Background: an optimization exercise with open tools, aiming at small area, a short achievable clock period and few clock cycles per item. Do not read the settings as production practice. The RTL was checked by simulation tests, not by an equivalence proof against the original design.

## TR
==> flow/design.v <==
`timescale 1ns / 1ps
module cordic_rca #(parameter W = 18) (
  input  [W-1:0] a,
  input  [W-1:0] b,
  input          ci,
  output [W-1:0] s
);
  wire [W:0] c;
  assign c[0] = ci;
  genvar g;
  generate
    for (g = 0; g < W; g = g + 1) begin : bit_
      assign s[g]   = a[g] ^ b[g] ^ c[g];
      assign c[g+1] = (a[g] & b[g]) | (a[g] & c[g]) | (b[g] & c[g]);
    end
  endgenerate
endmodule
module cordic_csa #(parameter W = 18, parameter L = 12) (
  input  [W-1:0] a,
  input  [W-1:0] b,
  input          ci,
  output [W-1:0] s
);
  wire [L:0] cl;
  wire [W-1:L] s0, s1;
  cordic_rca #(L) lo (.a(a[L-1:0]), .b(b[L-1:0]), .ci(ci), .s(s[L-1:0]));
  assign cl[0] = ci;
  genvar g;
  generate
    for (g = 0; g < L; g = g + 1) begin : cy_
      assign cl[g+1] = (a[g] & b[g]) | (a[g] & cl[g]) | (b[g] & cl[g]);
    end
  endgenerate
  cordic_rca #(W-L) h0 (.a(a[W-1:L]), .b(b[W-1:L]), .ci(1'b0), .s(s0));
  cordic_rca #(W-L) h1 (.a(a[W-1:L]), .b(b[W-1:L]), .ci(1'b1), .s(s1));
  assign s[W-1:L] = cl[L] ? s1 : s0;
endmodule
module cordic_math_processor(
  input             clk,
  input             reset,
  input             start,
  input      [2:0]  opcode,
  input      [31:0] data_in,
  output reg [31:0] result1,
  output reg [31:0] result2,
  output reg        done
);
  localparam ST_IDLE = 3'd0, ST_ITER = 3'd2, ST_XPOST = 3'd3,
             ST_LPOST = 3'd4, ST_MUL = 3'd5, ST_SHIFT = 3'd6;
  reg        strt;             
  reg [2:0]  st;
  reg [4:0]  cnt;
  reg [3:0]  sh4;              
  reg        sh0;              
  reg        satf;             
  reg        sgnf;             
  reg [1:0]  op;               
  reg [5:0]  kk;               
  reg        kneg;             
  reg [17:0] x;                
  reg [17:0] y;                
  reg [25:0] z;                
  wire rot  = op[1];
  wire frst = strt & rot;
  wire [31:0] d = {x[7:0], z[23:0]};    
  wire [5:0] kbit = kk & (~kk + 6'd1);
  reg [15:0] atab;
  reg [21:0] ctab;
  always @(*) begin
    case (cnt)
      5'd0: atab = 16'd35999;  5'd1: atab = 16'd16739;  5'd2: atab = 16'd8235;
      5'd3: atab = 16'd4101;   5'd4: atab = 16'd4101;   5'd5: atab = 16'd2049;
      5'd6: atab = 16'd1024;   5'd7: atab = 16'd512;    5'd8: atab = 16'd256;
      5'd9: atab = 16'd128;    5'd10: atab = 16'd64;    5'd11: atab = 16'd32;
      5'd12: atab = 16'd16;    5'd13: atab = 16'd8;     5'd14: atab = 16'd4;
      5'd15: atab = 16'd2;     default: atab = 16'd1;
    endcase
    if (st == ST_LPOST && !strt) begin
      ctab = 22'd0;
      if (kbit[0]) ctab = ctab | 22'd45426;
      if (kbit[1]) ctab = ctab | 22'd90852;
      if (kbit[2]) ctab = ctab | 22'd181704;
      if (kbit[3]) ctab = ctab | 22'd363408;
      if (kbit[4]) ctab = ctab | 22'd726816;
      if (kbit[5]) ctab = ctab | 22'd1453632;
    end else if (op == 2'd1)
      ctab = {5'd0, atab, 1'b0};
    else
      ctab = {6'd0, atab};
  end
  wire        l16 = (d[31:16] == 16'd0);
  wire [31:0] na  = l16 ? {d[15:0], 16'd0} : d;
  wire        l8  = (na[31:24] == 8'd0);
  wire [31:0] nb  = l8 ? {na[23:0], 8'd0} : na;
  wire        l4  = (nb[31:28] == 4'd0);
  wire [31:0] nc  = l4 ? {nb[27:0], 4'd0} : nb;
  wire        l2  = (nc[31:30] == 2'd0);
  wire [31:0] ne  = l2 ? {nc[29:0], 2'd0} : nc;
  wire        l1  = ~ne[31];
  wire        nzero = ~ne[31] & ~ne[30];
  wire [4:0]  lsh = {l16, l8, l4, l2, l1};       
  wire        sel2 = op[0] & l1 & ~l16;
  wire        sel1 = op[0] & (l1 ^ ~l16);
  wire [17:0] nw   = ne[31:14];
  wire        lspec = op[0] & ~l16 & (lsh <= 5'd14) &
                      ((l1 ? ne[29:13] : ne[30:14]) == 17'd0);
  wire [17:0] nn   = lspec ? 18'h20000 :
                     sel2 ? nw : sel1 ? {1'b0, nw[17:1]} : {2'b00, nw[17:2]};
  wire [3:0]  cq = op[0] ? 4'd4 : 4'd1;
  wire [17:0] x0 = {nn[17:14] + cq, nn[13:0]};
  wire [17:0] y0 = {nn[17:14] - cq, nn[13:0]};
  wire [5:0]  ksq  = nzero ? 6'b110000 : 6'd8 - {2'b00, l16, l8, l4, l2};
  wire [5:0]  kln  = nzero ? 6'd32 : l16 ? {2'b00, lsh[3:0]} : {2'b00, ~lsh[3:0]} - {5'd0, lspec};
  wire        klng = nzero | (l16 & (lsh[3:0] != 4'd0));
  wire [5:0]  kabs = op[0] ? kln : ksq;
  wire        dsat = ~((&d[31:17]) | ~(|d[31:17]));
  wire it   = (st == ST_ITER) | frst;
  wire dir  = rot ? (frst ? ~d[31] : satf ? ~sgnf : ~z[18]) : y[17];      
  wire adds = ~it | dir;
  wire zsub = it ? dir : kneg;
  wire [17:0] ysh = $signed({y[17], y[17:1]}) >>> sh4;
  wire [17:0] xs1 = {1'b0, x[17:1]} >> sh4;
  wire [17:0] xsh = sh0 ? x : xs1;
  wire [17:0] xsum, ysum;
  wire [21:0] zsum;
  cordic_csa #(18, 12) ax (.a(x), .b(ysh ^ {18{~adds}}), .ci(~adds), .s(xsum));
  cordic_csa #(18, 12) ay (.a(y), .b(xsh ^ {18{~adds}}), .ci(~adds), .s(ysum));
  cordic_csa #(22, 13) az (.a(z[21:0]), .b(ctab ^ {22{zsub}}), .ci(zsub), .s(zsum));
  reg [3:0] sh4_n;
  reg       sh0_n;
  always @(*) begin
    sh4_n = 4'd0;
    sh0_n = 1'b0;
    if (strt) sh4_n = {3'd0, rot};
    else case (st)
      ST_ITER:
        if (last) begin sh4_n = 4'd1; sh0_n = (op == 2'd2); end
        else if (cnt <= 5'd2) sh4_n = cnt[3:0] + 4'd1;
        else sh4_n = cnt[3:0];
      ST_MUL:
        case (cnt)
          5'd0: sh4_n = 4'd2;  5'd1: sh4_n = 4'd2;  5'd2: sh4_n = 4'd1;
          5'd3: sh4_n = 4'd1;  5'd4: sh4_n = 4'd0;  default: sh4_n = 4'd2;
        endcase
      default: ;
    endcase
  end
  wire last = (cnt == 5'd16);
  reg  fin;                    
  always @(*) begin
    if (strt) fin = 1'b0;
    else case (st)
      ST_ITER:  fin = last & (op[1] ? op[0] : (op[0] & (kk == 6'd0)));
      ST_XPOST: fin = 1'b1;
      ST_LPOST: fin = ((kk & (kk - 6'd1)) == 6'd0);
      ST_MUL:   fin = (cnt == 5'd6) & (kk == 6'd0);
      ST_SHIFT: fin = (kk == 6'd1) | (kk == 6'h3f);
      default:  fin = 1'b0;
    endcase
  end
  always @(posedge clk or negedge reset) begin
    if (!reset) begin
      strt <= 1'b0;
      st   <= ST_IDLE;
      done <= 1'b0;
    end else begin
      strt <= start;
      done <= ~start & (done | fin);
      if (strt) st <= ST_ITER;
      else if (fin) st <= ST_IDLE;
      else case (st)
        ST_ITER:
          if (last) st <= (op == 2'd0) ? ST_MUL : (op == 2'd2) ? ST_XPOST : ST_LPOST;
        ST_MUL:
          if (cnt == 5'd6) st <= ST_SHIFT;
        default: ;
      endcase
    end
  end
  always @(posedge clk) begin
    op <= opcode[1:0];
    if (start)
      cnt <= 5'd0;
    else if (strt)
      cnt <= {4'd0, rot};
    else if (st == ST_ITER || st == ST_MUL)
      cnt <= last ? 5'd0 : cnt + 5'd1;
    else
      cnt <= 5'd0;
    if (frst) begin
      satf <= dsat;
      sgnf <= d[31];
    end
  end
  always @(posedge clk) begin
    sh4 <= sh4_n;
    sh0 <= sh0_n;
    if (strt) begin
      if (rot) begin
        x <= 18'd79141;
        y <= d[31] ? -18'sd39570 : 18'sd39570;
      end else begin
        x    <= x0;
        y    <= y0;
        kk   <= kabs;
        kneg <= klng;
      end
    end else begin
      case (st)
        ST_ITER: begin
          x <= xsum;
          y <= (last && op == 2'd0) ? xsum : ysum;
        end
        ST_XPOST: y <= ysum;
        ST_MUL:
          if (!cnt[0]) begin y <= ysum; x <= y; end
          else begin x <= xsum; y <= x; end
        ST_SHIFT:
          kk <= kk[5] ? kk + 6'd1 : kk - 6'd1;
        ST_LPOST:
          kk <= kk & (kk - 6'd1);
        default: ;
      endcase
      if (fin && op != 2'd3) x <= 18'd0;
    end
    if (start) x[7:0] <= data_in[31:24];
  end
  always @(posedge clk) begin
    if (start)
      z <= {2'b00, data_in[23:0]};
    else if (strt)
      z <= rot ? {{4{zsum[21]}}, zsum} : 26'd0;
    else case (st)
      ST_ITER:
        if (last && op[1]) z <= {{8{ysum[17] & op[0]}}, ysum};    
        else z <= {{4{zsum[21]}}, zsum};
      ST_LPOST: z <= {{4{zsum[21]}}, zsum};
      ST_XPOST: z <= {8'd0, ysum};
      ST_MUL:   if (cnt == 5'd6) z <= {8'd0, ysum};
      ST_SHIFT: z <= kk[5] ? (z >> 1) : (z << 1);
      default: ;
    endcase
  end
  always @(*) begin
    result1 = {{6{z[25]}}, z};
    result2 = {14'd0, x};
  end
endmodule
clock: 45.0 ns
lec_check: 0
abc_area: 1
cap_margin: 10
core_margin: 2
core_utilization: 65
cts_buf_list: sky130_fd_sc_hd__clkbuf_4 sky130_fd_sc_hd__clkbuf_8
slew_margin: 10
standard.sh (not shown) runs the stock make flow with config.mk's settings and CLKGATE_MAP_FILE= SYNTH_SCRIPT=/design/flow/synth_recipe.tcl, a recipe that flattens the netlist after the stock synthesis.
==> flow/flow/run.sh <==
#!/bin/bash
# Standard layout (the standard.sh: ORFS synthesis through finish), with
# the resizer's setup repair asked to keep extra slack on every path, so that
# it sizes the critical paths for a shorter achieved period. The SDC, clock
# period and all constraints are the standard flow's own and unchanged.
set -euo pipefail
export SETUP_SLACK_MARGIN=35
bash standard.sh > flow_make.log 2>&1
Testbench counts of TR, summed over its fixed seeds: cycles 27,985, ops 1,280.
[inputs] JK vs TR
diff --git a/flow/config.mk b/flow/config.mk
--- a/flow/config.mk
+++ b/flow/config.mk
@@ -7,7 +7,6 @@
 export LEC_CHECK = 0
 export ABC_AREA = 1
-export CAP_MARGIN = 10
+export CAP_MARGIN = 20
 export CORE_MARGIN = 2
-export CORE_UTILIZATION = 65
-export CTS_BUF_LIST = sky130_fd_sc_hd__clkbuf_4 sky130_fd_sc_hd__clkbuf_8
-export SLEW_MARGIN = 10
+export CORE_UTILIZATION = 55
+export SLEW_MARGIN = 20
==> run summary <==
Setup slack: lower on TR
Comparing area overhead of the layout relative to synthesis for JK and TR, the smaller number came from TR.
JK against TR.
Comparing JK and TR, the lower area of the placeable core was measured on TR.
Diff TR -> JK | worst-margin pin slew | decrease of 0.20 ns

-- what the ideal ports hide --
How much do the figures lean on ideal ports? The routed layouts below were timed once more, with nothing changed but the port constraints.
Step 1 assumes that a clkbuf_16 drives the clock port and a buf_2 every other input.
Step 2 times the ports against the registers' clock, not the clock port: input delays grow and output delays shrink by t, the midpoint of the rising clock arrivals with the driver on.
a / b / c = ideal ports / drivers / drivers and shift; a / b = the first two.
run | t, ns | setup WS [ns] | hold slack, ns
TR | 0.446 | 34.898 / 34.852 / 34.558 | 0.588 / 0.588 / 0.588
JK | 0.413 | 34.963 / 34.911 / 34.668 | 0.499 / 0.499 / 0.499
After both steps setup and hold are still met in every run listed. The setup slack of TR, which loses most, moves by -0.046 ns with the drivers and by -0.340 ns with both steps.
